This design comes from an exercise in tuning for small area on the open sky130 flow, not from production work.
In this exercise RTL edits were held to simulation tests only and were not proved equivalent to the original.

## JK
==> flow/design.v (excerpt) <==
module CC(
           clk,
           rst_n,
           in_valid,
           mode,
           xi,
           yi,
           out_valid,
           xo,
           yo
       );
Size: roughly 1000 cells after synthesis, ~130 flip-flops, ~0.0091 mm2 of cells after synthesis.
clock: 50.0 ns
lec_check: 0
cap_margin: 20
core_margin: 2
core_utilization: 40
cts_buf_list: sky130_fd_sc_hd__clkbuf_8
place_density: 0.6
slew_margin: 20
run.sh (not shown) runs the stock make flow with config.mk's settings and CLKGATE_MAP_FILE= SYNTH_SCRIPT=/design/flow/synth_recipe.tcl, a recipe that flattens the netlist after the stock synthesis.
Changes in MS relative to JK:
-- flow/design.v --
<<< JK, line 66
wire [7:0] xprev = ({8{lastm}} & BX) | ({8{~lastm}} & AX);
wire [7:0] yprev = ({8{lastm}} & BE[7:0]) | ({8{~lastm}} & YU);
wire [16:0] xsub_w = rca({{8{xprev[7]}}, xprev}, {{8{~xi[7]}}, ~xi}, 1'b1);
wire [8:0] xsub = xsub_w[8:0];
wire ycin = ~(pidx == 2'd2 && m0);
wire [16:0] ysub_w = rca({{8{yprev[7]}}, yprev}, {{8{~yi[7]}}, ~yi}, ycin);
wire [8:0] ysub = ysub_w[8:0];
wire [13:0] xsub14 = {{5{xsub[8]}}, xsub};
wire [13:0] ysub14 = {{5{ysub[8]}}, ysub};
>>> MS, line 66
wire [7:0] xprev = ({8{lastm}} & BX) | ({8{~lastm}} & AX);
wire [7:0] yprev = ({8{lastm}} & BE[7:0]) | ({8{~lastm}} & YU);
wire [8:0] xsub;
wire ycin = ~(pidx == 2'd2 && m0);
wire [8:0] ysub;
wire [13:0] xsub14 = {{5{xsub[8]}}, xsub};
wire [13:0] ysub14 = {{5{ysub[8]}}, ysub};
<<< JK, line 78
wire dlast  = div && cnt[4:1] == 4'd8;            
wire [7:0] initv = DY[7:0] & {8{AQ[8]}};          
wire [16:0] et_w = rca({8'd0, AE}, {8'd0, AR}, div & AQ[7]);
wire [8:0] et = et_w[8:0];
wire [16:0] eu_w = rca({7'd0, et}, {8'hff, ~DY[7:0]}, 1'b0);   
wire [9:0] eu = eu_w[9:0];
>>> MS, line 76
wire dlast  = div && cnt[4:1] == 4'd8;            
wire [7:0] initv = DY[7:0] & {8{AQ[8]}};          
wire [8:0] etA = ({9{cap}} & {yprev[7], yprev}) | ({9{~cap}} & {1'b0, AE});
wire [8:0] etB = ({9{cap}} & {~yi[7], ~yi}) | ({9{~cap}} & {1'b0, AR});
wire [16:0] et_w = rca({{7{etA[8]}}, etA}, {{7{etB[8]}}, etB}, (div & AQ[7]) | (cap & ycin));
wire [8:0] et = et_w[8:0];
assign ysub = et;
wire [16:0] eu_w = rca({7'd0, et}, {8'hff, ~DY[7:0]}, 1'b0);   
wire [9:0] eu = eu_w[9:0];
<<< JK, line 90
wire [7:0] fR = ({8{render}} & AR) | ({8{dinit}} & initv) | ({8{r_new}} & rem_new);
wire [7:0] fE = ({8{dinit}} & initv) | ({8{e_new}} & rem_new);
wire [16:0] fX_w = rca({8'd0, AX}, {8'd0, AQ[7:0] & {8{render}}}, render & ec);
wire [7:0] fX = fX_w[7:0];
wire row_end  = ~first && X == AX;
wire last_row = Y == YU;
>>> MS, line 91
wire [7:0] fR = ({8{render}} & AR) | ({8{dinit}} & initv) | ({8{r_new}} & rem_new);
wire [7:0] fE = ({8{dinit}} & initv) | ({8{e_new}} & rem_new);
wire [7:0] fXb = ({8{render}} & AQ[7:0]) | ({8{cap}} & ~xi);
wire [16:0] fX_w = rca({{8{xprev[7]}}, xprev}, {{8{fXb[7]}}, fXb}, (render & ec) | cap);
wire [7:0] fX = fX_w[7:0];
assign xsub = fX_w[8:0];
wire row_end  = ~first && X == AX;
wire last_row = Y == YU;
- Sort JK and MS by worst slew margin relative to its limit asc -> top: MS
- Going from JK to MS, register-to-register slack fell 1790 ps; via count went up by 2.3%.
- Looking at cell count, MS sits above JK.
- The worst endpoint data arrival time reported for MS is greater than that of JK by 5870 ps.
- The final layouts of JK and MS pass the timing, DRC and antenna checks.
- Source of the critical timing path = in_valid: MS; source of the critical timing path = yi[0]: JK

## re-timing with driven ports
How much do the figures lean on ideal ports? The routed layouts below were timed once more, with nothing changed but the port constraints.
Step 1 sets driving cells, clkbuf_16 on the clock port and buf_2 on the other inputs (assumed; they add their load-dependent delay and slew).
Step 2 times the ports against the registers' clock, not the clock port: input delays grow and output delays shrink by t, the midpoint of the rising clock arrivals with the driver on.
a / b / c = no drivers / after step 1 / after step 2; a / b = the first two.
| run | t, ns | slack for setup (ns) | worst hold slack (ns) | worst data-port slew with drivers (ns) | cell pins on the clock port's net |
|---|---|---|---|---|---|
| JK | 0.510 | 36.096 / 36.115 / 35.605 | 0.489 / 0.489 / 0.489 | 0.04 | 1 |
| MS | 0.510 | 30.304 / 30.321 / 29.812 | 0.489 / 0.489 / 0.489 | 0.04 | 1 |
After both steps every run listed still meets setup and hold. The setup slack of MS, which loses most, moves by +0.017 ns with the drivers and by -0.492 ns with both steps.
